Background: an optimization exercise with open tools, aiming at small area and a short achievable clock period. Do not read the settings as production practice.
Only simulation tests tie the RTL to the original design; equivalence was not proved.

## flow/design.v (module list and top-level ports; edited modules follow where they fit)
// module square_cell: 14 lines
// module square_cell4: 19 lines
// module square_row19: 101 lines
// module square_row20: 111 lines
// module square_row21: 113 lines
// module square_row22: 123 lines
// module square_row23: 125 lines
// module square_row24: 135 lines
// module square_row25: 137 lines
// module square_row26: 147 lines
// module square_row27: 149 lines
// module square_row28: 159 lines
// module square_row29: 161 lines
// module square_row30: 171 lines
// module square_row31: 173 lines
// module square_row4_3: 98 lines
// module square_row4_5: 128 lines
// module square_row4_7: 158 lines
// module square_row4_9: 188 lines
// module square_row4_11: 218 lines
// module square_row4_13: 254 lines
// module square_row4_15: 290 lines
// module square_row4_17: 326 lines
// module square_extractor: 283 lines
module square_extractor #(
	parameter WIDTH = 32
)(
	input clk,     
	input rst_n,   
	input din_valid,
	input [2 * WIDTH - 1:0]radicand,
	output dout_valid,
	output [WIDTH - 1:0]dout,
	output [2 * WIDTH - 1:0]remainder
);
  // ...
==> flow/flow/run.sh <==
#!/bin/bash
# Own flow: the standard layout (standard.sh), except that synthesis maps
# the combinational logic with flow/abc.script (see flow/synth.tcl).  Each
# step's full output goes to a log file of its own in this folder.
set -euo pipefail
W=$(pwd)
export OWN_WORK=$W
export OWN_ABC_SCRIPT=$W/flow/abc.script
for step in synth floorplan place cts route finish; do
  bash standard.sh SYNTH_SCRIPT=$W/flow/synth.tcl $step > $W/$step.log 2>&1
done
==> flow/flow/abc.script <==
strash
dch
map -B 0.9
topo
stime -c
buffer -c
upsize -c
dnsize -c
==> flow/flow/synth.tcl <==
# The standard flow's synthesis script (synth_recipe.tcl in the work folder), without
# Yosys's extract_fa step (ORFS's mapping of full and half adders onto the
# library's fa/ha cells) and with Yosys's abc pass run on flow/abc.script.
# Only the mapping of the combinational logic changes; the flip-flops and
# their names are the standard synthesis's.
proc extract_fa {args} { puts "own flow: extract_fa skipped" }
proc abc {args} {
  set i [lsearch $args -script]
  lset args [expr {$i + 1}] $::env(OWN_ABC_SCRIPT)
  puts "own flow: abc $args"
  yosys abc {*}$args
}
source $::env(OWN_WORK)/synth_recipe.tcl
==> flow/standard.sh <==
#!/bin/bash
# synth_recipe.tcl (not shown) runs the flow's synth.tcl, then flattens the netlist and writes it again
# the make line also repeats each setting of config.mk as NAME=value (left out here)
make -C /OpenROAD-flow-scripts/flow DESIGN_CONFIG=/design/flow/config.mk WORK_HOME=/design/flow/orfs CLKGATE_MAP_FILE= SYNTH_SCRIPT=/design/flow/synth_recipe.tcl "${@:-finish}"
==> flow/config.mk <==
export PLATFORM = sky130hd
export DESIGN_NAME = square_extractor
export DESIGN_NICKNAME = square_extractor
export VERILOG_FILES = /design/flow/design.v
export SDC_FILE = /design/flow/constraint.sdc
export NUM_CORES = 8
export LEC_CHECK = 0
export ABC_AREA = 1
export CAP_MARGIN = 20
export CORE_MARGIN = 2
export CORE_UTILIZATION = 40
export CTS_CLUSTER_DIAMETER = 200
export CTS_CLUSTER_SIZE = 20
export SETUP_SLACK_MARGIN = 3.05
export SLEW_MARGIN = 20
==> flow/constraint.sdc <==
create_clock -name core_clock -period 5.5 [get_ports {clk}]
set_input_delay 1.1000 -clock core_clock [delete_from_list [all_inputs] [get_ports {clk}]]
set_output_delay 1.1000 -clock core_clock [all_outputs]
set_load 0.01 [all_outputs]
==> run notes, run 1 <==
clock root cell clkbuf_16; Final Util 45.98%; Max clock buf depth 3; die height 408.6 um; Initial DRC Count between 4000 and 5000; diode count 0; DR WL met3 between 7 and 8 mm; RSZ-0062 raised after global routing true; Seq area share roughly two fifths; Critical Path Start r_s7[7]$_DFF_P_; Worst Hold Depth 0; final RePlAce weighted congestion just over 0.9; routed wire length approximately 170 mm; crit path buf inv count 2; mapped cell area 65470 um2; r2r startpoint r_s7[7]$_DFF_P_; worst r2r dst r_s8[11]$_DFF_P_; worst path cell trace inv_1 > nand2_1 > nand2_1 > nor3_2 > nand3_1 > nor2_1 > nand2_1 > nand2_2 > a21oi_2 > buf_12 > o211ai_1 > o21ai_0 > nand2_1 > nand2_1; Worst-path clk slew 0.09 ns; Final #Nets 9734; first-pass GRT wire length approximately 260 mm; Top reg by flops x_s0; area taken by multi-input logic gates about 34000 um2; most common cell after layout, fill and taps aside nand2_1; largest cells by area after synthesis dfxtp_1 44%, nand2_1 19%, nor2_1 6.1%, inv_1 5.6%, nand3_1 4.2%; largest class multi-input combinational cells; CP most frequent cell nand2_1; largest net degree at the start of global routing 44; minimum hold slack slightly above 0.3 ns; hold_buf cts 0; HP Class register to register; ys flop type dfxtp_1; fillcell total 16438; cts repair resizes about 430; outcome timing/DRC/antenna clean; share of layout cells above drive strength 1 between 10% and 20%; hold path startpoint x_s4[14]$_DFF_P_; Inst Count DP 11619; Starting Density around 40%
==> inputs of run 2 (changes only) <==
--- a/flow/config.mk
+++ b/flow/config.mk
@@ -13,3 +13,3 @@
 export CTS_CLUSTER_SIZE = 20
-export SETUP_SLACK_MARGIN = 3.05
+export SETUP_SLACK_MARGIN = 3.1
 export SLEW_MARGIN = 20
==> run 2 against run 1 <==
  * Synthesized cell count unchanged
  * Global-route usage increased by 0.21 points
  * Cell count up 0.52%
  * Non-clock buffer count increased by 52
  * First-iteration DRC count down 5.8%
  * Synthesized area did not move
  * Clock-buffer cell count did not move
  * Register-to-register slack better by 0.09 ns
  * Maximum frequency is 3.4% higher
==> run notes, run 2 <==
outcome timing/DRC/antenna clean (unchanged); largest cells by area after synthesis dfxtp_1 44%, nand2_1 19%, nor2_1 6.1%, inv_1 5.6%, nand3_1 4.2% (unchanged); ANT nets after route 0 (unchanged); Setup CP Type register to output port (was register to register); gr ovfl total 0 (unchanged); post-synthesis cell count 9416 (unchanged); setup violators final 0 (unchanged); area grow syn2layout 16.04% (was 14.19%); Final Max Tran Viols 0 (unchanged); Slew Limit Headroom 55.61% (was 56.03%); DPL Wire Length 127.7 mm (unchanged); CTS Buf Count 82 (unchanged); Slew @ Worst Pin 0.6634 ns (was 0.6572 ns); Clock Skew 0.04176 ns (was 0.04081 ns); Vias 58124 (was 57607); worst-path fanout max 1 (was 24); Final Util 46.73% (was 45.98%); Final #Nets 9796 (was 9734); number of cell rows 148 (unchanged); Starting Density 40.27% (unchanged); Top reg by flops x_s0 (unchanged); final cell count without fillers 11913 (was 11851); most common cell in the netlist nand2_1 (unchanged); clock root cell clkbuf_16 (unchanged); Max-Cap Viols 0 (unchanged); max reg flops 58 (unchanged); H-tree depth 3 (unchanged); Max clock buf depth 3 (unchanged); CP endpoint kind output port (was register); f_max 427.5 MHz (was 413.5 MHz); largest family of logic cells by synthesized area simple AND/OR/NAND/NOR gates (unchanged); vias per cell 4.879 (was 4.861); CTS tree built (unchanged); ys flop type dfxtp_1 (unchanged); Remaining DRCs 0 (unchanged); global-route usage over all layers 19.47% (was 19.26%); Final Hold Viols 0 (unchanged); number of synthesized flops with an enable pin 0 (unchanged); initial antenna violation count 2 (was 1); Top-Level Pins 164 (unchanged); Worst-Skew Late Latency 0.74 ns (about the same); Inst Count DP 11619 (unchanged); largest net degree at the start of global routing 44 (unchanged); crit start category register (unchanged); core area 162600 um2 (unchanged); Final Critical Period 2.339 ns (was 2.418 ns); crit path DAT 1.24 ns (was 3.06 ns); pre-CTS setup slack 2.259 ns (unchanged); top cell type by total area after synthesis dfxtp_1 (unchanged); die height 408.6 um (unchanged); warning count from the yosys run 1 (unchanged); mapped cell area 65470 um2 (unchanged); I/O Buffers 132 (unchanged); #FFs+latches synth 1452 (unchanged); share of layout cells above drive strength 1 12.97% (was 10.52%); Die W 408.6 um (unchanged); most common cell after layout, fill and taps aside nand2_1 (unchanged); asr flop ratio synth 1.515% (unchanged); Adder-Cell Fraction of Synth Area 0% (unchanged); biggest regs x_s0: 58 flops, x_s1: 54 flops, x_s2: 50 flops (unchanged); number of global-route vias before repair 52458 (was 52256); Final TNS setup 0 ns (unchanged); count of cell types in the netlist 69 (unchanged); drt first pass iters 8 (was 6); hold_buf cts 0 (unchanged); top-area cell type share of the netlist area 43.72% (unchanged); mux contribution to synthesized area 0% (unchanged); register area share after synthesis 44.57% (unchanged); Sink Count 1452 (unchanged); WP data required 4.40 ns (was 6.14 ns); diode count 0 (unchanged); Initial DRC Count 3846 (was 4084); most frequent cells after synthesis 3356 x nand2_1, 1430 x dfxtp_1, 1058 x nor2_1 (unchanged); most frequent cells in the layout 3203 x nand2_1, 1269 x dfxtp_1, 954 x inv_1 (was 3250 x nand2_1, 1303 x dfxtp_1, 967 x inv_1); post-synthesis compound-gate area fraction 8.477% (unchanged); Worst-path clk slew 0.09 ns (about the same); final RePlAce weighted congestion 0.9085 (unchanged); Design Area, Final 75980 um2 (was 74760 um2); dpl cell area 68690 um2 (unchanged); routed wire length 176.3 mm (was 173.2 mm); fillcell total 16344 (was 16438); Synth Area in Simple Gates 33.48% (unchanged); fin crit share 42.53% (was 43.97%); Synth Area per Inst 6.953 um2 (unchanged); post-DR wirelength/cell 14.80 um (was 14.61 um); RSZ-0062 raised after global routing true (unchanged); Worst Slack Setup Final 3.161 ns (was 3.082 ns); minimum hold slack 0.3107 ns (about the same); HP Class register to register (unchanged); first-pass GRT wire length 266.4 mm (was 264.0 mm); Synth Area in XOR/XNOR 6.153% (unchanged); Die Area 166900 um2 (unchanged)
-- run 2: cell count changes in the layout (fill, tap and decap cells not counted), sizes merged --
cell	previous run	this run
inv	1008	1010
nand2	3451	3456
nand3	569	571
bufbuf	1	0
clkdlybuf4s15	31	0
buf	138	221
clkbuf	89	90
clkinv	7	8
-- run 2: metal layers --
metal	up-vias	GRT usage, %	routed length, um
met5	-	0	0
met4	0	5.440	4516
met3	261	1.970	7599
met2	1171	35.07	87080
met1	26727	24.53	77140
li1	29965	-	-
-- run 2: layout make-up --
cell class / instances / area (um2) / share of cell area [%]
clock inverter: 8 / 176.4 / 0.2322
sequential: 1452 / 29520 / 38.85
inverter: 1011 / 3949 / 5.197
tap: 2175 / 2721 / 3.582
timing repair inverter: 6 / 58.81 / 0.07740
multi-input combinational: 6885 / 34890 / 45.93
clock buffer: 85 / 2063 / 2.716
timing repair buffer: 291 / 2596 / 3.417
-- run 2: critical path, stage by stage, from the launching register on --
cell and delay, ns:
dfxtp_2 0.34, inv_2 0.05, buf_6 0.11
-- run 2: cell families after synthesis --
family / count (synthesis)
DFF: 1452
xor gates and xnor gates: 457
and+or+nand+nor: 5351
other: 1
buffers and inverters: 1152
AOI/OAI and AO/OA: 1003
-- run 2: worst paths after layout --
kind,from,endpoint,slack (ns),depth (start not counted)
setup reg to reg,qn_s17[12]$_DFF_P_,r_s18[14]$_DFF_P_,3.17,13
hold / removal,x_s4[14]$_DFF_P_,x_s5[14]$_DFF_P_,0.31,0
max in group asynchronous,rst_n,v_s0$_DFF_PN0_,4.84,1
setup / recovery,qn_s21[13]$_DFF_P_,dout[13],3.16,2
min in group asynchronous,rst_n,v_s13$_DFF_PN0_,0.33,1
hold reg to reg,x_s4[14]$_DFF_P_,x_s5[14]$_DFF_P_,0.31,0
-- run 2: repair_timing --
| item | CTS | global route |
|---|---|---|
| cloned | 18 | 37 |
| gates resized for setup | 551 | 759 |
| buffers inserted | 36 | 109 |
| endpoints found under the setup margin | 510 | 461 |
| pin swaps | 31 | 102 |
==> inputs of run 3 (changes only) <==
==> flow/flow/run.sh (replaced) <==
#!/bin/bash
# Own flow: the standard layout (standard.sh, all steps unchanged), except
# that synthesis skips Yosys's extract_fa step and maps the combinational
# logic with flow/abc.script (ORFS's abc_area.script); see flow/synth.tcl.
# Each step's full output goes to a log file of its own in this folder.
set -euo pipefail
W=$(pwd)
export OWN_WORK=$W
export OWN_ABC_SCRIPT=$W/flow/abc.script
for step in synth floorplan place cts route finish; do
  bash standard.sh SYNTH_SCRIPT=$W/flow/synth.tcl $step > $W/$step.log 2>&1
done
--- a/flow/config.mk
+++ b/flow/config.mk
@@ -13,3 +13,3 @@
 export CTS_CLUSTER_SIZE = 20
-export SETUP_SLACK_MARGIN = 3.1
+export SETUP_SLACK_MARGIN = 3.15
 export SLEW_MARGIN = 20
==> run 3 against run 2 <==
  * Synthesized cell count unchanged
  * First-iteration DRC count up 4.6%
  * Sequential cell count stayed put
  * Highest routed layer unchanged
  * Critical path type unchanged
==> run notes, run 3 <==
f_max 428.1 MHz (was 427.5 MHz); crit path DAT 1.24 ns (about the same); Initial DRC Count 4023 (was 3846); Vias 58546 (was 58124); Sink Count 1452 (unchanged); global-route usage over all layers 19.68% (was 19.47%); mapped cell area 65470 um2 (unchanged); worst-path fanout max 1 (unchanged); post-synthesis cell count 9416 (unchanged); H-tree depth 3 (unchanged); number of cell rows 148 (unchanged); most frequent cells in the layout 3134 x nand2_1, 1202 x dfxtp_1, 933 x inv_1 (was 3203 x nand2_1, 1269 x dfxtp_1, 954 x inv_1); Die Area 166900 um2 (unchanged); hold_buf cts 0 (unchanged); fillcell total 16222 (was 16344); HP Class register to register (unchanged); warning count from the yosys run 1 (unchanged); crit start category register (unchanged); count of cell types in the netlist 69 (unchanged); #FFs+latches synth 1452 (unchanged); reg2reg path depth 19 (was 13); share of layout cells above drive strength 1 16.22% (was 12.97%); DR WL met3 7.749 mm (was 7.599 mm); I/O Buffers 132 (unchanged); setup violators final 0 (unchanged); core area 162600 um2 (unchanged); most common cell in the netlist nand2_1 (unchanged); Synth Area per Inst 6.953 um2 (unchanged); Die W 408.6 um (unchanged); Setup CP Type register to output port (unchanged); RSZ-0062 raised after global routing true (unchanged); r2r setup slk 3.18 ns (was 3.17 ns); ys flop type dfxtp_1 (unchanged); Slew @ Worst Pin 0.6886 ns (was 0.6634 ns); met1 WL 78.22 mm (was 77.14 mm); hold path startpoint x_s7[11]$_DFF_P_ (was x_s4[14]$_DFF_P_); largest net degree at the start of global routing 44 (unchanged); diode count 0 (unchanged); first-pass GRT wire length 269.0 mm (was 266.4 mm); biggest regs x_s0: 58 flops, x_s1: 54 flops, x_s2: 50 flops (unchanged); top-area cell type share of the netlist area 43.72% (unchanged); gr ovfl total 0 (unchanged); asr flop ratio synth 1.515% (unchanged); top layer in use met4 (unchanged); Worst-Skew Late Latency 0.74 ns (about the same); register area share after synthesis 44.57% (unchanged); Top-Level Pins 164 (unchanged); mux contribution to synthesized area 0% (unchanged); ANT nets after route 0 (unchanged); Slew Limit Headroom 53.74% (was 55.61%); routed wire length 179.4 mm (was 176.3 mm); Final TNS setup 0 ns (unchanged); worst r2r dst r_s7[4]$_DFF_P_ (was r_s18[14]$_DFF_P_); fin crit share 42.47% (was 42.53%); most common cell after layout, fill and taps aside nand2_1 (unchanged); most frequent cells after synthesis 3356 x nand2_1, 1430 x dfxtp_1, 1058 x nor2_1 (unchanged); number of global-route vias before repair 52779 (was 52458); Final Hold Viols 0 (unchanged); largest cells by area after synthesis dfxtp_1 44%, nand2_1 19%, nor2_1 6.1%, inv_1 5.6%, nand3_1 4.2% (unchanged); DPL Wire Length 127.7 mm (unchanged); Max-Cap Viols 0 (unchanged); drt first pass iters 6 (was 8); r2r startpoint qn_s6[5]$_DFF_P_ (was qn_s17[12]$_DFF_P_); area grow syn2layout 18.53% (was 16.04%); hold endpoint x_s8[11]$_DFF_P_ (was x_s5[14]$_DFF_P_); final RePlAce weighted congestion 0.9085 (unchanged); Clock Skew 0.04019 ns (was 0.04176 ns); post-DR wirelength/cell 14.99 um (was 14.80 um); Max clock buf depth 3 (unchanged); Worst Hold Depth 0 (unchanged); metal2 WL 89.16 mm (was 87.08 mm); clock root cell clkbuf_16 (unchanged); Final Max Tran Viols 0 (unchanged); Final Critical Period 2.336 ns (was 2.339 ns); die height 408.6 um (unchanged); initial antenna violation count 1 (was 2); WP data required 4.40 ns (about the same); top cell type by total area after synthesis dfxtp_1 (unchanged); Starting Density 40.27% (unchanged); vias per cell 4.893 (was 4.879); post-synthesis compound-gate area fraction 8.477% (unchanged); Synth Area in XOR/XNOR 6.153% (unchanged); CTS Buf Count 82 (unchanged); CP endpoint kind output port (unchanged); Worst-path clk slew 0.10 ns (was 0.09 ns); max reg flops 58 (unchanged); outcome timing/DRC/antenna clean (unchanged); pre-CTS setup slack 2.259 ns (unchanged); Adder-Cell Fraction of Synth Area 0% (unchanged); Synth Area in Simple Gates 33.48% (unchanged); Worst Slack Setup Final 3.164 ns (was 3.161 ns); Top reg by flops x_s0 (unchanged); Final #Nets 9848 (was 9796); Remaining DRCs 0 (unchanged); CTS tree built (unchanged); number of synthesized flops with an enable pin 0 (unchanged); largest family of logic cells by synthesized area simple AND/OR/NAND/NOR gates (unchanged)
## run 3: cell counts after synthesis
No cell type changed its count.
## run 3: kinds of logic after synthesis
logic type             Yosys count
other                            1
flip-flops                    1452
AO/OA/AOI/OAI                 1003
buffers and inverters         1152
AND/OR/NAND/NOR               5351
XOR/XNOR                       457
## run 3: through the flow
stage / cell area (um2) / util, % / hold slack (ns) / std cells
floorplan: 65590 / - / 0.3096 / 9446
global placement: 68690 / 42.25 / 0.3097 / 11619
detailed placement: 68690 / 42.25 / 0.3121 / 11619
CTS: 72720 / 44.73 / 0.2983 / 11790
global route: 77610 / 47.73 / 0.3063 / 11965
finish: 77610 / 47.73 / 0.3106 / 11965
## run 3: layer usage
layer / vias up / global-route usage, %
li1: 30062 / -
met1: 27072 / 24.71
met2: 1169 / 35.58
met3: 243 / 1.982
met4: 0 / 5.452
met5: - / 0
## run 3: final cells by class
type	count	area, um2	share of cell area [%]
clock buffer	85	2063	2.659
sequential	1452	29610	38.16
clock inverter	8	176.4	0.2273
timing repair inverter	10	105.1	0.1354
multi-input combinational	6891	35830	46.17
inverter	1011	3970	5.116
timing repair buffer	333	3129	4.032
tap	2175	2721	3.507
## run 3: worst max-delay path, stage by stage (launching register included)
cell and delay, ns:
dfxtp_2 0.34, inv_2 0.04, buf_6 0.11
## run 3: timing repair
action,in CTS,in global routing
gates resized for setup,655,1047
hold endpoints to repair,0,0
setup endpoints to repair,522,497
gates cloned,25,40
pin swaps,45,170
buffers inserted,53,134
## run 3: how the worst max path moves through the flow
stage	startpoint	to	slack (ns)	depth (start not counted)
floorplan	radicand[61]	r_s0[3]$_DFF_P_	3.19	14
global placement	qn_s5[0]$_DFF_P_	r_s6[12]$_DFF_P_	2.30	12
detailed placement	qn_s5[3]$_DFF_P_	r_s6[12]$_DFF_P_	2.26	12
CTS	qn_s21[13]$_DFF_P_	dout[13]	3.10	2
global route	qn_s6[5]$_DFF_P_	r_s7[13]$_DFF_P_	3.07	19
finish	qn_s21[13]$_DFF_P_	dout[13]	3.16	2
==> inputs of run 4 (changes only) <==
--- a/flow/config.mk
+++ b/flow/config.mk
@@ -13,3 +13,3 @@
 export CTS_CLUSTER_SIZE = 20
-export SETUP_SLACK_MARGIN = 3.15
+export SETUP_SLACK_MARGIN = 3.2
 export SLEW_MARGIN = 20
==> run 4 against run 3 <==
  * Sequential cell count unchanged
  * Clock skew rose by 0.020 ns
  * Routed wire length grew 3.2%
  * Die area is the same
  * Register-to-register slack worse by 0.02 ns
  * Still clean on timing, DRC and antenna
  * First-iteration DRC count is 3.0% lower
  * Critical endpoint is now r_s8[7]$_DFF_P_
  * Hold slack gained 0.0016 ns
  * Synthesized cell count unchanged
  * Global-route usage up 0.67 points
==> run notes, run 4 <==
asr flop ratio synth 1.515% (unchanged); CTS Buf Count 82 (unchanged); clock root cell clkbuf_16 (unchanged); most common cell after layout, fill and taps aside nand2_1 (unchanged); largest net degree at the start of global routing 41 (was 44); fillcell total 15985 (was 16222); mapped cell area 65470 um2 (unchanged); Die Area 166900 um2 (unchanged); drt first pass iters 6 (unchanged); I/O Buffers 132 (unchanged); Slew Limit Headroom 34.50% (was 53.74%); Top reg by flops x_s0 (unchanged); top cell type by total area after synthesis dfxtp_1 (unchanged); r2r setup slk 3.16 ns (was 3.18 ns); routed wire length 185.1 mm (was 179.4 mm); CP endpoint kind register (was output port); Initial DRC Count 3901 (was 4023); post-synthesis cell count 9416 (unchanged); crit path DAT 3.06 ns (was 1.24 ns); die height 408.6 um (unchanged); Synth Area per Inst 6.953 um2 (unchanged); f_max 426.5 MHz (was 428.1 MHz); Final TNS setup 0 ns (unchanged); Top-Level Pins 164 (unchanged); most frequent cells in the layout 3039 x nand2_1, 1122 x dfxtp_1, 903 x inv_1 (was 3134 x nand2_1, 1202 x dfxtp_1, 933 x inv_1); Final Hold Viols 0 (unchanged); warning count from the yosys run 1 (unchanged); hold_buf cts 0 (unchanged); Worst-path clk slew 0.09 ns (was 0.10 ns); vias per cell 4.909 (was 4.893); initial antenna violation count 0 (was 1); worst-path fanout max 7 (was 1); HP Class register to register (unchanged); Setup CP Type register to register (was register to output port); Design Area, Final 80000 um2 (was 77610 um2); gr ovfl total 0 (unchanged); biggest regs x_s0: 58 flops, x_s1: 54 flops, x_s2: 50 flops (unchanged); Slowest cell on crit path dfxtp_4 (was dfxtp_2); Die W 408.6 um (unchanged); RSZ-0062 raised after global routing true (unchanged); number of cell rows 148 (unchanged); ANT nets after route 0 (unchanged); worst path cell trace nand2_1 > nand2_4 > nor2_4 > nand3_4 > nor2_4 > nand4_1 > nand3_4 > clkinvlp_4 > buf_12 > o211ai_1 > nand3_1 > nand2_1 (was inv_2 > buf_6); number of global-route vias before repair 53713 (was 52779); Final Critical Period 2.345 ns (was 2.336 ns); post-DR wirelength/cell 15.34 um (was 14.99 um); top-area cell type share of the netlist area 43.72% (unchanged); CTS tree built (unchanged); setup violators final 0 (unchanged); #FFs+latches synth 1452 (unchanged); global-route usage over all layers 20.35% (was 19.68%); share of layout cells above drive strength 1 20.36% (was 16.22%); ys flop type dfxtp_1 (unchanged); most frequent cells after synthesis 3356 x nand2_1, 1430 x dfxtp_1, 1058 x nor2_1 (unchanged); register area share after synthesis 44.57% (unchanged); Remaining DRCs 0 (unchanged); Max clock buf depth 3 (unchanged); WP data required 6.21 ns (was 4.40 ns); final cell count without fillers 12063 (was 11965); fin crit share 42.63% (was 42.47%); Clock Skew 0.06055 ns (was 0.04019 ns); H-tree depth 3 (unchanged); Sink Count 1452 (unchanged); DPL Wire Length 128.9 mm (was 127.7 mm); most common cell in the netlist nand2_1 (unchanged); dpl cell area 68680 um2 (was 68690 um2); Starting Density 40.27% (unchanged); core area 162600 um2 (unchanged); max reg flops 58 (unchanged); Final Max Tran Viols 0 (unchanged); count of cell types in the netlist 69 (unchanged); outcome timing/DRC/antenna clean (unchanged); area grow syn2layout 22.18% (was 18.53%); Inst Count DP 11617 (was 11619); Slew @ Worst Pin 0.9722 ns (was 0.6886 ns); first-pass GRT wire length 276.9 mm (was 269.0 mm); Max-Cap Viols 0 (unchanged); number of synthesized flops with an enable pin 0 (unchanged); crit start category register (unchanged); Final #Nets 9944 (was 9848); Vias 59216 (was 58546); Worst-Skew Late Latency 0.76 ns (was 0.74 ns); largest cells by area after synthesis dfxtp_1 44%, nand2_1 19%, nor2_1 6.1%, inv_1 5.6%, nand3_1 4.2% (unchanged); CP peak stage delay 0.37 ns (was 0.34 ns); final RePlAce weighted congestion 0.9101 (was 0.9085)
## run 4: cell counts after synthesis
Identical to the previous run, type by type.
## run 4: timing repair
| item | in CTS | in global routing |
|---|---|---|
| pin swaps | 72 | 253 |
| hold endpoints to repair | 0 | 0 |
| cloned | 45 | 35 |
| endpoints found under the setup margin | 524 | 533 |
| setup buffers | 86 | 185 |
| gates resized for setup | 818 | 1403 |
## run 4: final cells by class
class | count | area, um2 | area share (%)
antenna | 2 | 5.005 | 0.006256
clock buffer | 87 | 2113 | 2.642
clock inverter | 6 | 125.1 | 0.1564
inverter | 1011 | 3988 | 4.985
multi-input combinational | 6892 | 37010 | 46.26
sequential | 1452 | 29780 | 37.22
tap | 2175 | 2721 | 3.402
timing repair buffer | 420 | 4061 | 5.077
timing repair inverter | 18 | 196.4 | 0.2456
## run 4: metrics by stage
stage | setup slack (ns) | util, % | hold slack [ns]
5_1_grt | 3.064 | 49.20 | 0.3150
6_report | 3.155 | 49.20 | 0.3121
2_1_floorplan | 3.223 | - | 0.3096
3_5_place_dp | 2.094 | 42.25 | 0.3121
3_3_place_gp | 2.060 | 42.24 | 0.3098
4_1_cts | 3.085 | 45.42 | 0.3115
## run 4: path summary, 6_finish.rpt
path | cells after the start | to | startpoint
worst max-delay path | 12 | r_s8[7]$_DFF_P_ | r_s7[11]$_DFF_P_
worst min register to register | 0 | x_s3[36]$_DFF_P_ | x_s2[36]$_DFF_P_
max in group asynchronous | 1 | v_s2$_DFF_PN0_ | rst_n
worst max register to register | 12 | r_s8[7]$_DFF_P_ | r_s7[11]$_DFF_P_
worst min-delay path | 0 | x_s3[36]$_DFF_P_ | x_s2[36]$_DFF_P_
min in group asynchronous | 1 | v_s13$_DFF_PN0_ | rst_n
## run 4: logic make-up (layout without fill, tap and decap cells)
logic type                Yosys count  in the layout  synth area share [%]
AOI/OAI and AO/OA                1003           1004                 8.477
other                               1             33              0.005728
and+or+nand+nor                  5351           5400                 33.48
DFF                              1452           1452                 44.57
xor gates and xnor gates          457            457                 6.154
buffers and inverters            1152           1542                 7.313
## run 4: critical path: cells and delay by family, from the launching register on
family | cells | cell delay [ns]
simple gates | 9 | 1.38
flops | 1 | 0.37
buf+inv | 2 | 0.33
compound gates | 1 | 0.22
## run 4: per-layer routing
metal	global-route usage [%]	part of all wire (%)
met1	25.27	43
met2	36.70	50
met3	2.251	4.3
met4	6.248	2.7
met5	0	0
==> inputs of run 5 (changes only) <==
--- a/flow/config.mk
+++ b/flow/config.mk
@@ -13,3 +13,3 @@
 export CTS_CLUSTER_SIZE = 20
-export SETUP_SLACK_MARGIN = 3.2
+export SETUP_SLACK_MARGIN = 3.1
 export SLEW_MARGIN = 20
==> run 5 against run 4 <==
  * Largest cell class unchanged
  * Die area stayed put
  * Synthesized cell count stayed put
  * Hold slack worse by 0.0015 ns
  * Non-clock buffer count is 129 lower
  * Clock-buffer cell count is 2 lower
  * Clock skew is 0.019 ns lower
  * Critical endpoint is now dout[13]
  * Sequential share of layout area is 1.6 points higher
  * Register-to-register slack hardly changed
==> run notes, run 5 <==
outcome timing/DRC/antenna clean (unchanged); initial antenna violation count 2 (was 0); Max clock buf depth 3 (unchanged); Final Hold Viols 0 (unchanged); top cell type by total area after synthesis dfxtp_1 (unchanged); metal2 WL 87.08 mm (was 92.09 mm); Clock Skew 0.04176 ns (was 0.06055 ns); WP data required 4.40 ns (was 6.21 ns); Starting Density 40.27% (unchanged); area taken by multi-input logic gates 34890 um2 (was 37010 um2); area grow syn2layout 16.04% (was 22.18%); Final #Nets 9796 (was 9944); most frequent cells in the layout 3203 x nand2_1, 1269 x dfxtp_1, 954 x inv_1 (was 3039 x nand2_1, 1122 x dfxtp_1, 903 x inv_1); r2r startpoint qn_s17[12]$_DFF_P_ (was r_s7[11]$_DFF_P_); CP peak stage delay 0.34 ns (was 0.37 ns); Worst-path clk slew 0.09 ns (about the same); core area 162600 um2 (unchanged); number of global-route vias before repair 52458 (was 53713); max reg flops 58 (unchanged); top-area cell type share of the netlist area 43.72% (unchanged); count of cell types in the netlist 69 (unchanged); Sink Count 1452 (unchanged); Remaining DRCs 0 (unchanged); ANT nets after route 0 (unchanged); Vias 58124 (was 59216); Die W 408.6 um (unchanged); worst-path fanout max 1 (was 7); clock root cell clkbuf_16 (unchanged); biggest regs x_s0: 58 flops, x_s1: 54 flops, x_s2: 50 flops (unchanged); gr ovfl total 0 (unchanged); Top reg by flops x_s0 (unchanged); setup violators final 0 (unchanged); largest net degree at the start of global routing 44 (was 41); CTS tree built (unchanged); CTS Buf Count 82 (unchanged); hold_buf cts 0 (unchanged); CP endpoint kind output port (was register); post-DR wirelength/cell 14.80 um (was 15.34 um); RSZ-0062 raised after global routing true (unchanged); Seq. cell area 29520 um2 (was 29780 um2); Die Area 166900 um2 (unchanged); hold path startpoint x_s4[14]$_DFF_P_ (was x_s2[36]$_DFF_P_); DPL Wire Length 127.7 mm (was 128.9 mm); register area share after synthesis 44.57% (unchanged); Final TNS setup 0 ns (unchanged); Slew @ Worst Pin 0.6634 ns (was 0.9722 ns); most common cell after layout, fill and taps aside nand2_1 (unchanged); Top-Level Pins 164 (unchanged); routed wire length 176.3 mm (was 185.1 mm); top layer in use met4 (unchanged); f_max 427.5 MHz (was 426.5 MHz); fillcell total 16344 (was 15985); drt first pass iters 8 (was 6); worst path cell trace inv_2 > buf_6 (was nand2_1 > nand2_4 > nor2_4 > nand3_4 > nor2_4 > nand4_1 > nand3_4 > clkinvlp_4 > buf_12 > o211ai_1 > nand3_1 > nand2_1); I/O Buffers 132 (unchanged); Synth Area per Inst 6.953 um2 (unchanged); most frequent cells after synthesis 3356 x nand2_1, 1430 x dfxtp_1, 1058 x nor2_1 (unchanged); global-route usage over all layers 19.47% (was 20.35%); warning count from the yosys run 1 (unchanged); die height 408.6 um (unchanged); fin crit share 42.53% (was 42.63%); HP Class register to register (unchanged); Final Max Tran Viols 0 (unchanged); most common cell in the netlist nand2_1 (unchanged); asr flop ratio synth 1.515% (unchanged); #FFs+latches synth 1452 (unchanged); Initial DRC Count 3846 (was 3901); Worst-Skew Late Latency 0.74 ns (was 0.76 ns); final RePlAce weighted congestion 0.9085 (was 0.9101); Max-Cap Viols 0 (unchanged); diode count 0 (was 2); H-tree depth 3 (unchanged); crit start category register (unchanged); number of cell rows 148 (unchanged); DR WL met3 7.599 mm (was 7.935 mm); number of synthesized flops with an enable pin 0 (unchanged); mapped cell area 65470 um2 (unchanged); met1 WL 77.14 mm (was 79.98 mm); Final Critical Period 2.339 ns (was 2.345 ns); ys flop type dfxtp_1 (unchanged); crit path DAT 1.24 ns (was 3.06 ns); vias per cell 4.879 (was 4.909); Slew Limit Headroom 55.61% (was 34.50%); first-pass GRT wire length 266.4 mm (was 276.9 mm); Setup CP Type register to output port (was register to register); Critical Path Start qn_s21[13]$_DFF_P_ (was r_s7[11]$_DFF_P_); share of layout cells above drive strength 1 12.97% (was 20.36%); post-synthesis cell count 9416 (unchanged); Slowest cell on crit path dfxtp_2 (was dfxtp_4); largest cells by area after synthesis dfxtp_1 44%, nand2_1 19%, nor2_1 6.1%, inv_1 5.6%, nand3_1 4.2% (unchanged)
==> run 5: cell counts after synthesis <==
Identical to the previous run, type by type.
==> run 5: worst max-delay path, delay by kind of cell, from the launching register on <==
kind / cells / cell delay, ns
flops: 1 / 0.34
buf+inv: 2 / 0.16
==> run 5: per-layer routing <==
metal | track usage, % | vias up
met4 | 5.440 | 0
met1 | 24.53 | 26727
met5 | 0 | -
li1 | - | 29965
met3 | 1.970 | 261
met2 | 35.07 | 1171
==> run 5: path summary, 6_finish.rpt <==
check	endpoint	slack (ns)	cells after the start
setup / recovery	dout[13]	3.16	2
hold / removal	x_s5[14]$_DFF_P_	0.31	0
setup reg to reg	r_s18[14]$_DFF_P_	3.17	13
hold reg to reg	x_s5[14]$_DFF_P_	0.31	0
max in group asynchronous	v_s0$_DFF_PN0_	4.84	1
min in group asynchronous	v_s13$_DFF_PN0_	0.33	1
==> run 5: timing repair <==
item                       in CTS  in global routing
pin swaps                      31                102
hold endpoints to repair        0                  0
cloned                         18                 37
resized for setup             551                759
setup buffers                  36                109
setup endpoints to repair     510                461
==> run 5: cell type report <==
| type | instances | area share, % |
|---|---|---|
| Clock buffer | 85 | 2.716 |
| Clock inverter | 8 | 0.2322 |
| Inverter | 1011 | 5.197 |
| Multi-Input combinational cell | 6885 | 45.93 |
| Sequential cell | 1452 | 38.85 |
| Tap cell | 2175 | 3.582 |
| Timing Repair Buffer | 291 | 3.417 |
| Timing Repair inverter | 6 | 0.07740 |
==> run 5: cells by family after synthesis <==
kind of cell / count (synthesis) / synth area share, %
xor+xnor: 457 / 6.154
simple gates: 5351 / 33.48
flops: 1452 / 44.57
buf+inv: 1152 / 7.313
other cells: 1 / 0.005728
compound gates: 1003 / 8.477
==> run 5: metrics by stage <==
step | utilization [%] | hold slack (ns) | instance area, um2 | instances | setup WS (ns)
5_1_grt | 46.73 | 0.3062 | 75980 | 11913 | 3.045
6_report | 46.73 | 0.3107 | 75980 | 11913 | 3.161
3_5_place_dp | 42.25 | 0.3121 | 68690 | 11619 | 2.259
4_1_cts | 44.40 | 0.2983 | 72180 | 11766 | 3.081
3_3_place_gp | 42.25 | 0.3097 | 68690 | 11619 | 2.299
2_1_floorplan | - | 0.3096 | 65590 | 9446 | 3.188
==> inputs of run 6 (changes only) <==
--- a/flow/config.mk
+++ b/flow/config.mk
@@ -13,2 +13,3 @@
 export CTS_CLUSTER_SIZE = 20
+export PLACE_DENSITY = 0.75
 export SETUP_SLACK_MARGIN = 3.1
==> run 6 against run 5 <==
  * Still clean
  * Clock-buffer cell count is the same
  * Sequential share of layout area grew 0.16 points
  * Non-clock buffer count shrank 6
  * Final area shrank 0.52%
  * Core utilization shrank 0.24 points
  * Synthesized area is the same
  * First-iteration DRC count grew 8.8%
  * Synthesized cell count is the same
  * Highest routed layer unchanged
==> run notes, run 6 <==
Top-Level Pins 164 (unchanged); top-area cell type share of the netlist area 43.72% (unchanged); H-tree depth 3 (unchanged); largest net degree at the start of global routing 49 (was 44); hold path startpoint x_s2[44]$_DFF_P_ (was x_s4[14]$_DFF_P_); clock root cell clkbuf_16 (unchanged); gr ovfl total 0 (unchanged); initial antenna violation count 2 (unchanged); most common cell after layout, fill and taps aside nand2_1 (unchanged); Clock Skew 0.07020 ns (was 0.04176 ns); worst r2r dst r_s8[0]$_DFF_P_ (was r_s18[14]$_DFF_P_); register area share after synthesis 44.57% (unchanged); outcome timing/DRC/antenna clean (unchanged); Top reg by flops x_s0 (unchanged); biggest regs x_s0: 58 flops, x_s1: 54 flops, x_s2: 50 flops (unchanged); core area 162600 um2 (unchanged); ys flop type dfxtp_1 (unchanged); Die Area 166900 um2 (unchanged); DPL Wire Length 120.7 mm (was 127.7 mm); Worst-path clk slew 0.09 ns (about the same); hold_buf cts 0 (unchanged); fin crit share 42.80% (was 42.53%); metal2 WL 83.98 mm (was 87.08 mm); ANT nets after route 0 (unchanged); number of synthesized flops with an enable pin 0 (unchanged); final cell count without fillers 11902 (was 11913); I/O Buffers 132 (unchanged); Die W 408.6 um (unchanged); Worst Hold Depth 0 (unchanged); area grow syn2layout 15.44% (was 16.04%); most frequent cells after synthesis 3356 x nand2_1, 1430 x dfxtp_1, 1058 x nor2_1 (unchanged); Sink Count 1452 (unchanged); vias per cell 4.935 (was 4.879); Vias 58740 (was 58124); die height 408.6 um (unchanged); Initial DRC Count 4184 (was 3846); share of layout cells above drive strength 1 12.95% (was 12.97%); max reg flops 58 (unchanged); r2r setup slk 3.15 ns (was 3.17 ns); mapped cell area 65470 um2 (unchanged); drt first pass iters 8 (unchanged); crit path DAT 2.95 ns (was 1.24 ns); number of cell rows 148 (unchanged); WP data required 6.10 ns (was 4.40 ns); most common cell in the netlist nand2_1 (unchanged); worst-path fanout max 8 (was 1); Slew @ Worst Pin 0.9836 ns (was 0.6634 ns); Worst-Skew Late Latency 0.74 ns (about the same); Final Max Tran Viols 0 (unchanged); count of cell types in the netlist 69 (unchanged); number of global-route vias before repair 53962 (was 52458); Starting Density 40.27% (unchanged); CTS tree built (unchanged); Final Critical Period 2.354 ns (was 2.339 ns); post-DR wirelength/cell 14.23 um (was 14.80 um); delay-heaviest family, CP simple AND/OR/NAND/NOR gates (was flip-flops); f_max 424.8 MHz (was 427.5 MHz); top cell type by total area after synthesis dfxtp_1 (unchanged); asr flop ratio synth 1.515% (unchanged); reg2reg path depth 12 (was 13); CP peak stage delay 0.39 ns (was 0.34 ns); most frequent cells in the layout 3189 x nand2_1, 1283 x dfxtp_1, 954 x inv_1 (was 3203 x nand2_1, 1269 x dfxtp_1, 954 x inv_1); HP Class register to register (unchanged); largest cells by area after synthesis dfxtp_1 44%, nand2_1 19%, nor2_1 6.1%, inv_1 5.6%, nand3_1 4.2% (unchanged); post-synthesis cell count 9416 (unchanged); RSZ-0062 raised after global routing true (unchanged); crit path buf inv count 1 (was 2); Setup CP Type register to register (was register to output port); first-pass GRT wire length 259.7 mm (was 266.4 mm); Synth Area per Inst 6.953 um2 (unchanged); Remaining DRCs 0 (unchanged); crit start category register (unchanged); Max clock buf depth 3 (unchanged); Final Hold Viols 0 (unchanged); top layer in use met4 (unchanged); Final TNS setup 0 ns (unchanged); setup violators final 0 (unchanged); CTS Buf Count 82 (unchanged); Inst Count DP 11615 (was 11619); final RePlAce weighted congestion 0.9517 (was 0.9085); Final #Nets 9785 (was 9796); routed wire length 169.4 mm (was 176.3 mm); met1 WL 68.13 mm (was 77.14 mm); worst path cell trace nand2_1 > inv_1 > nor2_1 > nand2_1 > o21ai_0 > a21oi_1 > nand2_4 > nand2_4 > nand3_4 > nor2_2 > nor2_4 > xor2_1 (was inv_2 > buf_6); #FFs+latches synth 1452 (unchanged); DR WL met3 8.483 mm (was 7.599 mm); Slowest cell on crit path dfxtp_4 (was dfxtp_2); r2r startpoint qn_s7[12]$_DFF_P_ (was qn_s17[12]$_DFF_P_); global-route usage over all layers 18.57% (was 19.47%); CP endpoint kind register (was output port); fillcell total 15913 (was 16344); Design Area, Final 75580 um2 (was 75980 um2); Slew Limit Headroom 33.73% (was 55.61%); warning count from the yosys run 1 (unchanged); dpl cell area 68660 um2 (was 68690 um2); Max-Cap Viols 0 (unchanged); hold endpoint x_s3[44]$_DFF_P_ (was x_s5[14]$_DFF_P_)
[run 6: repair_timing]
action / in CTS / in global routing
cloned: 17 / 28
endpoints found under the setup margin: 521 / 453
pin swaps: 26 / 113
setup buffers: 42 / 107
resized for setup: 531 / 733
[run 6: area by class of cell]
type                            count  area (um2)  share of cell area [%]
Inverter                         1011        3918                   5.183
Clock buffer                       85        2085                   2.758
Antenna cell                        1       2.502                0.003311
Sequential cell                  1452       29480                   39.01
Timing Repair inverter              3       26.28                 0.03476
Tap cell                         2175        2721                   3.601
Timing Repair Buffer              285        2397                   3.172
Clock inverter                      7       165.2                  0.2185
Multi-Input combinational cell   6883       34780                   46.02
[run 6: through the flow]
| stage | hold WS (ns) | setup slack [ns] | utilization [%] |
|---|---|---|---|
| finish | 0.2914 | 3.146 | 46.49 |
| global route | 0.2915 | 3.022 | 46.49 |
| CTS | 0.2764 | 2.987 | 44.33 |
| detailed placement | 0.3121 | 2.325 | 42.23 |
| global placement | 0.3097 | 2.148 | 42.23 |
| floorplan | 0.3096 | 3.188 | - |
[run 6: kinds of logic (layout without fill, tap and decap cells)]
logic type | after synthesis | in the layout | synth area share, %
AO/OA/AOI/OAI | 1003 | 1004 | 8.477
XOR/XNOR | 457 | 457 | 6.154
buffers and inverters | 1152 | 1391 | 7.313
flip-flops | 1452 | 1452 | 44.57
other | 1 | 32 | 0.005728
AND/OR/NAND/NOR | 5351 | 5391 | 33.48
[run 6: layer usage]
layer,track usage (%),vias to the layer above
li1,-,29938
met4,8.837,0
met5,0,-
met2,33.95,1730
met1,21.36,26597
met3,2.263,475
[run 6: worst max path at each step]
stage | start | endpoint | slack [ns] | cells after the start
6_report | qn_s7[12]$_DFF_P_ | r_s8[0]$_DFF_P_ | 3.15 | 12
5_1_grt | qn_s14[18]$_DFF_P_ | r_s15[24]$_DFF_P_ | 3.02 | 15
4_1_cts | qn_s5[8]$_DFF_P_ | r_s6[12]$_DFF_P_ | 2.99 | 11
3_5_place_dp | qn_s7[4]$_DFF_P_ | r_s8[13]$_DFF_P_ | 2.33 | 16
3_3_place_gp | radicand[61] | r_s0[3]$_DFF_P_ | 2.15 | 15
2_1_floorplan | radicand[61] | r_s0[3]$_DFF_P_ | 3.19 | 14
==> inputs of run 7 (changes only) <==
--- a/flow/config.mk
+++ b/flow/config.mk
@@ -13,3 +13,3 @@
 export CTS_CLUSTER_SIZE = 20
-export PLACE_DENSITY = 0.75
+export PLACE_DENSITY = 0.45
 export SETUP_SLACK_MARGIN = 3.1
==> run 7 against run 6 <==
  * Final area rose by 0.60%
  * Critical path type is now register to output port
  * Clock-buffer cell count rose by 1
  * Synthesized cell count did not move
==> run notes, run 7 <==
fin crit share 42.60% (was 42.80%); drt first pass iters 6 (was 8); Final #Nets 9809 (was 9785); Critical Path Start qn_s21[15]$_DFF_P_ (was qn_s7[12]$_DFF_P_); most frequent cells after synthesis 3356 x nand2_1, 1430 x dfxtp_1, 1058 x nor2_1 (unchanged); f_max 426.8 MHz (was 424.8 MHz); Die Area 166900 um2 (unchanged); area grow syn2layout 16.14% (was 15.44%); Slew @ Worst Pin 1.020 ns (was 0.9836 ns); crit start category register (unchanged); top cell type by total area after synthesis dfxtp_1 (unchanged); Top-Level Pins 164 (unchanged); Max-Cap Viols 0 (unchanged); register area share after synthesis 44.57% (unchanged); share of layout cells above drive strength 1 14.25% (was 12.95%); outcome timing/DRC/antenna clean (unchanged); Starting Density 40.27% (unchanged); Initial DRC Count 3315 (was 4184); Top reg by flops x_s0 (unchanged); number of cell rows 148 (unchanged); I/O Buffers 132 (unchanged); DPL Wire Length 137.8 mm (was 120.7 mm); core area 162600 um2 (unchanged); Max clock buf depth 3 (unchanged); most common cell after layout, fill and taps aside nand2_1 (unchanged); largest net degree at the start of global routing 44 (was 49); Final Max Tran Viols 0 (unchanged); die height 408.6 um (unchanged); WP data required 4.40 ns (was 6.10 ns); Final Critical Period 2.343 ns (was 2.354 ns); final RePlAce weighted congestion 0.8776 (was 0.9517); ANT nets after route 0 (unchanged); RSZ-0062 raised after global routing true (unchanged); Remaining DRCs 0 (unchanged); vias per cell 4.804 (was 4.935); hold path startpoint x_s17[3]$_DFF_P_ (was x_s2[44]$_DFF_P_); #FFs+latches synth 1452 (unchanged); mapped cell area 65470 um2 (unchanged); largest cells by area after synthesis dfxtp_1 44%, nand2_1 19%, nor2_1 6.1%, inv_1 5.6%, nand3_1 4.2% (unchanged); top-area cell type share of the netlist area 43.72% (unchanged); most common cell in the netlist nand2_1 (unchanged); count of cell types in the netlist 69 (unchanged); most frequent cells in the layout 3193 x nand2_1, 1214 x dfxtp_1, 959 x inv_1 (was 3189 x nand2_1, 1283 x dfxtp_1, 954 x inv_1); Sink Count 1452 (unchanged); warning count from the yosys run 1 (unchanged); max reg flops 58 (unchanged); asr flop ratio synth 1.515% (unchanged); Final Hold Viols 0 (unchanged); minimum hold slack 0.2876 ns (was 0.2914 ns); CP endpoint kind output port (was register); biggest regs x_s0: 58 flops, x_s1: 54 flops, x_s2: 50 flops (unchanged); Worst-Skew Late Latency 0.74 ns (about the same); CTS Buf Count 82 (unchanged); initial antenna violation count 2 (unchanged); HP Class register to register (unchanged); routed wire length 186.8 mm (was 169.4 mm); setup violators final 0 (unchanged); post-synthesis cell count 9416 (unchanged); post-DR wirelength/cell 15.66 um (was 14.23 um); number of synthesized flops with an enable pin 0 (unchanged); Clock Skew 0.04611 ns (was 0.07020 ns); worst-path fanout max 1 (was 8); H-tree depth 3 (unchanged); number of global-route vias before repair 53134 (was 53962); Synth Area per Inst 6.953 um2 (unchanged); Slew Limit Headroom 31.26% (was 33.73%); ys flop type dfxtp_1 (unchanged); gr ovfl total 0 (unchanged); Final TNS setup 0 ns (unchanged); global-route usage over all layers 21.21% (was 18.57%); Setup CP Type register to output port (was register to register); crit path DAT 1.24 ns (was 2.95 ns); Worst-path clk slew 0.08 ns (was 0.09 ns); Die W 408.6 um (unchanged); Vias 57296 (was 58740); first-pass GRT wire length 284.2 mm (was 259.7 mm); CTS tree built (unchanged); clock root cell clkbuf_16 (unchanged); r2r startpoint r_s10[2]$_DFF_P_ (was qn_s7[12]$_DFF_P_)
==> run 7: changes by cell type in the layout (fill, tap and decap cells not counted), sizes merged <==
cell	before	now
buf	215	242
clkdlybuf4s15	3	0
clkinv	7	9
inv	1010	1009
a21oi	363	362
clkinvlp	4	6
diode	1	2
clkbuf	86	88
bufbuf	0	1
nand3	570	569
nand2	3454	3450
==> run 7: final timing paths <==
check | slack [ns] | cells after the start | to
setup / recovery | 3.16 | 2 | dout[15]
hold / removal | 0.29 | 0 | x_s18[3]$_DFF_P_
setup reg to reg | 3.18 | 13 | r_s11[7]$_DFF_P_
hold reg to reg | 0.29 | 0 | x_s18[3]$_DFF_P_
max in group asynchronous | 4.08 | 1 | v_s13$_DFF_PN0_
min in group asynchronous | 0.87 | 1 | v_s15$_DFF_PN0_
==> run 7: layout make-up <==
type	instances	area (um2)
fill	16636	86550
multi-input combinational	6877	34790
antenna	2	5.005
sequential	1452	29590
clock buffer	86	2088
clock inverter	6	135.1
timing repair buffer	311	2690
inverter	1011	3955
timing repair inverter	7	68.82
tap	2175	2721
==> run 7: metal layers <==
metal | up-vias | part of all wire [%] | GRT usage [%]
li1 | 29939 | - | -
met1 | 26255 | 44 | 25.79
met2 | 877 | 50 | 39.35
met3 | 225 | 3.2 | 2.155
met4 | 0 | 2.5 | 5.840
met5 | - | 0 | 0
==> run 7: cell families after synthesis <==
| group | share of synthesized area [%] |
|---|---|
| XOR/XNOR | 6.154 |
| buffers and inverters | 7.313 |
| flip-flops | 44.57 |
| AO/OA/AOI/OAI | 8.477 |
| other | 0.005728 |
| AND/OR/NAND/NOR | 33.48 |
==> run 7: through the flow <==
step           std cells  cell area, um2  util (%)  setup WS [ns]
2_1_floorplan       9446           65590         -          3.188
3_3_place_gp       11624           68730     42.27          2.344
3_5_place_dp       11624           68730     42.27          2.354
4_1_cts            11791           72440     44.56          3.081
5_1_grt            11925           76030     46.76          3.005
6_report           11927           76040     46.77          3.157
==> run 7: what timing repair did <==
action / 4_1_cts / 5_1_grt
endpoints found under the hold margin: 0 / 0
buffers inserted: 52 / 109
gates cloned: 23 / 25
resized for setup: 606 / 797
pin swaps: 36 / 90
hold buffers: 0 / 0
endpoints found under the setup margin: 517 / 454
==> run 7: critical path: stages, from the launching register on <==
cell	delay, ns
dfxtp_2	0.34
inv_1	0.03
buf_2	0.13
==> inputs of run 8 (changes only) <==
--- a/flow/config.mk
+++ b/flow/config.mk
@@ -13,4 +13,4 @@
 export CTS_CLUSTER_SIZE = 20
-export PLACE_DENSITY = 0.45
 export SETUP_SLACK_MARGIN = 3.1
 export SLEW_MARGIN = 20
+export TNS_END_PERCENT = 30.0
==> run 8 against run 7 <==
  * Global-route usage shrank 2.1 points
  * Via count grew 0.17%
  * Maximum frequency shrank 13%
  * Core utilization shrank 1.3 points
  * Highest routed layer unchanged
  * Cell count shrank 0.82%
  * Non-clock buffer count shrank 89
  * Sequential share of layout area grew 0.78 points
  * Clock-buffer cell count shrank 1
==> run notes, run 8 <==
share of layout cells above drive strength 1 8.742% (was 14.25%); Final #Nets 9712 (was 9809); drt first pass iters 8 (was 6); Synth Area per Inst 6.953 um2 (unchanged); crit path DAT 1.60 ns (was 1.24 ns); f_max 371.0 MHz (was 426.8 MHz); diode count 0 (was 2); first-pass GRT wire length 262.4 mm (was 284.2 mm); CTS tree built (unchanged); worst path cell trace clkdlybuf4s50_1 (was inv_1 > buf_2); vias per cell 4.852 (was 4.804); ys flop type dfxtp_1 (unchanged); count of cell types in the netlist 69 (unchanged); clock root cell clkbuf_16 (unchanged); register area share after synthesis 44.57% (unchanged); outcome timing/DRC/antenna clean (unchanged); ANT nets after route 0 (unchanged); Die Area 166900 um2 (unchanged); dpl cell area 68690 um2 (was 68730 um2); Slew @ Worst Pin 0.7163 ns (was 1.020 ns); number of global-route vias before repair 52090 (was 53134); Max-Cap Viols 0 (unchanged); Sink Count 1452 (unchanged); CTS Buf Count 82 (unchanged); most common cell after layout, fill and taps aside nand2_1 (unchanged); Top reg by flops x_s0 (unchanged); Final Util 45.49% (was 46.77%); Worst-path clk slew 0.10 ns (was 0.08 ns); Worst Hold Depth 0 (unchanged); setup violators final 0 (unchanged); I/O Buffers 132 (unchanged); Design Area, Final 73960 um2 (was 76040 um2); Clock Skew 0.03948 ns (was 0.04611 ns); CP endpoint kind output port (unchanged); biggest regs x_s0: 58 flops, x_s1: 54 flops, x_s2: 50 flops (unchanged); most common cell in the netlist nand2_1 (unchanged); hold_buf cts 0 (unchanged); largest net degree at the start of global routing 44 (unchanged); Initial DRC Count 4006 (was 3315); worst r2r dst r_s16[22]$_DFF_P_ (was r_s11[7]$_DFF_P_); initial antenna violation count 1 (was 2); #FFs+latches synth 1452 (unchanged); Final Max Tran Viols 0 (unchanged); most frequent cells after synthesis 3356 x nand2_1, 1430 x dfxtp_1, 1058 x nor2_1 (unchanged); Slowest cell on crit path clkdlybuf4s50_1 (was dfxtp_2); WP data required 4.40 ns (about the same); top cell type by total area after synthesis dfxtp_1 (unchanged); HP Class register to register (unchanged); Top-Level Pins 164 (unchanged); mapped cell area 65470 um2 (unchanged); Final Hold Viols 0 (unchanged); Die W 408.6 um (unchanged); fillcell total 16468 (was 16636); crit path buf inv count 1 (was 2); number of synthesized flops with an enable pin 0 (unchanged); delay-heaviest family, CP buffers and inverters (was flip-flops); Worst-Skew Late Latency 0.73 ns (was 0.74 ns); hold endpoint x_s8[11]$_DFF_P_ (was x_s18[3]$_DFF_P_); die height 408.6 um (unchanged); DPL Wire Length 127.7 mm (was 137.8 mm); crit start category register (unchanged); H-tree depth 3 (unchanged); most frequent cells in the layout 3279 x nand2_1, 1323 x dfxtp_1, 985 x nor2_1 (was 3193 x nand2_1, 1214 x dfxtp_1, 959 x inv_1); max reg flops 58 (unchanged); hold path startpoint x_s7[11]$_DFF_P_ (was x_s17[3]$_DFF_P_); warning count from the yosys run 1 (unchanged); top-area cell type share of the netlist area 43.72% (unchanged); largest cells by area after synthesis dfxtp_1 44%, nand2_1 19%, nor2_1 6.1%, inv_1 5.6%, nand3_1 4.2% (unchanged); Setup CP Type register to output port (unchanged); post-DR wirelength/cell 14.46 um (was 15.66 um); Final TNS setup 0 ns (unchanged); core area 162600 um2 (unchanged); reg2reg path depth 14 (was 13); post-synthesis cell count 9416 (unchanged); Slew Limit Headroom 52.07% (was 31.26%); gr ovfl total 0 (unchanged); worst-path fanout max 1 (unchanged); RSZ-0062 raised after global routing true (unchanged); routed wire length 171.1 mm (was 186.8 mm); r2r setup slk 3.05 ns (was 3.18 ns); CP peak stage delay 0.54 ns (was 0.34 ns); fin crit share 49.01% (was 42.60%); Starting Density 40.27% (unchanged); Remaining DRCs 0 (unchanged); r2r startpoint r_s15[12]$_DFF_P_ (was r_s10[2]$_DFF_P_); asr flop ratio synth 1.515% (unchanged); area grow syn2layout 12.97% (was 16.14%); Final Critical Period 2.696 ns (was 2.343 ns); global-route usage over all layers 19.12% (was 21.21%); Max clock buf depth 3 (unchanged); final RePlAce weighted congestion 0.9085 (was 0.8776); Vias 57391 (was 57296); number of cell rows 148 (unchanged)
[run 8: changes by cell type in the layout (fill, tap and decap cells not counted), moves of 28 or more]
cell and change:
clkdlybuf4s50_1 +28, nand3_1 +28, nand2_1 +86, o21ai_0 +51
buf_4 -76, nor2_1 +108, buf_2 -60, dfxtp_1 +109
dfxtp_4 -38, nor2_2 -92, o21ai_1 -39, dfxtp_2 -71
nand2_2 -75
[run 8: timing repair]
item | CTS | global route
pin swaps | 18 | 48
endpoints found under the setup margin | 510 | 527
resized for setup | 229 | 422
buffers inserted | 26 | 52
cloned | 8 | 30
[run 8: logic make-up after synthesis]
group	share of synthesized area (%)
flops	44.57
xor+xnor	6.154
other cells	0.005728
simple gates	33.48
compound gates	8.477
buf+inv	7.313
[run 8: worst max path at each step]
| stage | start | endpoint | slack (ns) | depth (start not counted) |
|---|---|---|---|---|
| after floorplan | radicand[61] | r_s0[3]$_DFF_P_ | 3.19 | 14 |
| after detailed placement | qn_s5[3]$_DFF_P_ | r_s6[12]$_DFF_P_ | 2.26 | 12 |
| after CTS | r_s21[21]$_DFF_P_ | remainder[21] | 2.72 | 1 |
| after global placement | qn_s5[0]$_DFF_P_ | r_s6[12]$_DFF_P_ | 2.30 | 12 |
| after global routing | r_s21[25]$_DFF_P_ | remainder[25] | 2.75 | 1 |
| final | r_s21[22]$_DFF_P_ | remainder[22] | 2.80 | 1 |
[run 8: final cells by class]
cell class              instances  area [um2]  area share (%)
repair buffers                222        2172           2.937
clock buffers                  85        2063           2.789
repair inverters                2       15.01         0.02030
multi-input cells            6874       33550           45.36
well taps                    2175        2721           3.679
flip-flops and latches       1452       29360           39.69
clock inverters                 8       176.4          0.2385
inverters                    1011        3908           5.283
[run 8: per-layer routing]
| metal | wire length, um | GRT usage, % |
|---|---|---|
| met1 | 75510 | 23.98 |
| met2 | 83790 | 34.54 |
| met3 | 7567 | 1.951 |
| met4 | 4211 | 5.363 |
| met5 | 0 | 0 |
[run 8: stage by stage]
| step | hold slack (ns) | instances | setup slack, ns |
|---|---|---|---|
| after global placement | 0.3097 | 11619 | 2.299 |
| after floorplan | 0.3096 | 9446 | 3.188 |
| after global routing | 0.3062 | 11829 | 2.747 |
| after CTS | 0.2983 | 11746 | 2.720 |
| after detailed placement | 0.3121 | 11619 | 2.259 |
| final | 0.3112 | 11829 | 2.804 |
==> inputs of run 9 (changes only) <==
--- a/flow/config.mk
+++ b/flow/config.mk
@@ -15,2 +15,2 @@
 export SLEW_MARGIN = 20
-export TNS_END_PERCENT = 30.0
+export TNS_END_PERCENT = 60.0
==> run 9 against run 8 <==
  * Non-clock buffer count rose by 61
  * Register-to-register slack improved by 0.02 ns
  * Final area rose by 2.6%
  * Hold slack barely moved
  * Clock skew barely moved
  * Critical endpoint is now r_s16[25]$_DFF_P_
  * Sequential cell count did not move
  * First-iteration DRC count fell by 2.2%
==> run notes, run 9 <==
number of cell rows 148 (unchanged); register area share after synthesis 44.57% (unchanged); I/O Buffers 132 (unchanged); diode count 0 (unchanged); Final TNS setup 0 ns (unchanged); outcome timing/DRC/antenna clean (unchanged); crit path DAT 3.03 ns (was 1.60 ns); number of global-route vias before repair 52401 (was 52090); area grow syn2layout 15.86% (was 12.97%); dpl cell area 68690 um2 (unchanged); #FFs+latches synth 1452 (unchanged); vias per cell 4.868 (was 4.852); CTS tree built (unchanged); CP peak stage delay 0.38 ns (was 0.54 ns); Top reg by flops x_s0 (unchanged); r2r startpoint qn_s15[3]$_DFF_P_ (was r_s15[12]$_DFF_P_); hold_buf cts 0 (unchanged); WP data required 6.10 ns (was 4.40 ns); ys flop type dfxtp_1 (unchanged); Inst Count DP 11619 (unchanged); Setup CP Type register to register (was register to output port); Vias 57942 (was 57391); Max clock buf depth 3 (unchanged); Remaining DRCs 0 (unchanged); die height 408.6 um (unchanged); post-DR wirelength/cell 14.75 um (was 14.46 um); Design Area, Final 75850 um2 (was 73960 um2); worst path cell trace nor2_1 > nor2_1 > nand2_1 > o21ai_0 > nor2_1 > o21ai_1 > nand3_1 > nand3_1 > nand2_1 > nand2_1 > nand2_1 > nand3_1 > nand2_1 (was clkdlybuf4s50_1); most common cell in the netlist nand2_1 (unchanged); share of layout cells above drive strength 1 12.64% (was 8.742%); gr ovfl total 0 (unchanged); fillcell total 16340 (was 16468); Final #Nets 9786 (was 9712); most common cell after layout, fill and taps aside nand2_1 (unchanged); most frequent cells in the layout 3210 x nand2_1, 1269 x dfxtp_1, 955 x inv_1 (was 3279 x nand2_1, 1323 x dfxtp_1, 985 x nor2_1); crit path buf inv count 0 (was 1); first-pass GRT wire length 266.1 mm (was 262.4 mm); worst-path fanout max 4 (was 1); Final Util 46.65% (was 45.49%); f_max 411.6 MHz (was 371.0 MHz); CTS Buf Count 82 (unchanged); number of synthesized flops with an enable pin 0 (unchanged); drt first pass iters 7 (was 8); Critical Path Start qn_s15[3]$_DFF_P_ (was r_s21[22]$_DFF_P_); Clock Skew 0.03932 ns (was 0.03948 ns); global-route usage over all layers 19.44% (was 19.12%); asr flop ratio synth 1.515% (unchanged); Final Critical Period 2.429 ns (was 2.696 ns); hold path startpoint x_s7[11]$_DFF_P_ (unchanged); top-area cell type share of the netlist area 43.72% (unchanged); Sink Count 1452 (unchanged); delay-heaviest family, CP simple AND/OR/NAND/NOR gates (was buffers and inverters); Final Max Tran Viols 0 (unchanged); Top-Level Pins 164 (unchanged); biggest regs x_s0: 58 flops, x_s1: 54 flops, x_s2: 50 flops (unchanged); max reg flops 58 (unchanged); fin crit share 44.17% (was 49.01%); Die Area 166900 um2 (unchanged); Synth Area per Inst 6.953 um2 (unchanged); Worst-path clk slew 0.10 ns (about the same); top cell type by total area after synthesis dfxtp_1 (unchanged); Starting Density 40.27% (unchanged); ANT nets after route 0 (unchanged); clock root cell clkbuf_16 (unchanged); DPL Wire Length 127.7 mm (unchanged); CP most frequent cell nand2_1; final RePlAce weighted congestion 0.9085 (unchanged)
[run 9: per-stage QoR]
| step | setup slack (ns) | hold slack [ns] |
|---|---|---|
| 5_1_grt | 2.962 | 0.3062 |
| 3_5_place_dp | 2.259 | 0.3121 |
| 3_3_place_gp | 2.299 | 0.3097 |
| 2_1_floorplan | 3.188 | 0.3096 |
| 6_report | 3.071 | 0.3112 |
| 4_1_cts | 2.754 | 0.2983 |
[run 9: layout make-up]
class,count,area [um2],area share [%]
clock buffers,85,2063,2.720
clock inverters,8,176.4,0.2326
inverters,1011,3950,5.207
multi-input cells,6884,34780,45.86
flip-flops and latches,1452,29510,38.91
well taps,2175,2721,3.588
repair buffers,283,2597,3.424
repair inverters,5,50.05,0.06598
[run 9: metal layers]
metal	wire, um	track usage [%]	up-vias
li1	-	-	29934
met1	76930	24.49	26594
met2	86590	35.01	1175
met3	7756	2.017	239
met4	4265	5.389	0
met5	0	0	-
[run 9: cells by family after synthesis]
| group | share of synthesized area [%] |
|---|---|
| simple gates | 33.48 |
| flops | 44.57 |
| buf+inv | 7.313 |
| compound gates | 8.477 |
| xor+xnor | 6.154 |
| other cells | 0.005728 |
[run 9: worst register-to-register path: cells and delay by family (launching register included)]
family | cells | cell delay (ns)
AOI/OAI and AO/OA | 2 | 0.63
DFF | 1 | 0.38
and+or+nand+nor | 11 | 1.29
[run 9: worst paths after layout]
kind,endpoint,slack (ns),cells past startpoint
min in group asynchronous,v_s13$_DFF_PN0_,0.33,1
hold reg to reg,x_s8[11]$_DFF_P_,0.31,0
setup reg to reg,r_s16[25]$_DFF_P_,3.07,13
hold / removal,x_s8[11]$_DFF_P_,0.31,0
setup / recovery,r_s16[25]$_DFF_P_,3.07,13
max in group asynchronous,v_s0$_DFF_PN0_,4.84,1
[run 9: what timing repair did]
item,4_1_cts,5_1_grt
resized for setup,495,754
buffers inserted,33,103
pin swaps,27,111
endpoints found under the setup margin,510,470
gates cloned,17,37

static timing again, ports no longer ideal:
In the flow no input, the clock included, has a driving cell. The finished layouts below were timed again as built, in two steps.
Step 1 sets driving cells, clkbuf_16 on the clock port and buf_2 on the other inputs (assumed; they add their load-dependent delay and slew).
Step 2 moves the port delays by t, midway between the first and last clock arrival at a register: inputs arrive t later, outputs are due t later. That takes back most of the time a late clock gives input paths.
a / b / c = no drivers / after step 1 / after step 2; a / b = the first two.
| run | shift t [ns] | setup slack, ns | worst setup path after step 2 |
|---|---|---|---|
| run 1 | 0.803 | 3.082 / 3.028 / 2.498 | input to register |
| run 2 | 0.805 | 3.161 / 3.075 / 2.521 | input to register |
| run 3 | 0.804 | 3.164 / 3.079 / 2.556 | input to register |
| run 4 | 0.815 | 3.155 / 3.074 / 2.604 | input to register |
| run 5 | 0.805 | 3.161 / 3.075 / 2.521 | input to register |
| run 6 | 0.774 | 3.146 / 3.093 / 2.560 | input to register |
| run 7 | 0.800 | 3.157 / 3.077 / 2.599 | input to register |
| run 8 | 0.799 | 2.804 / 2.720 / 2.452 | input to register |
| run 9 | 0.803 | 3.071 / 3.071 / 2.447 | input to register |
After both steps setup and hold are still met in every run listed.
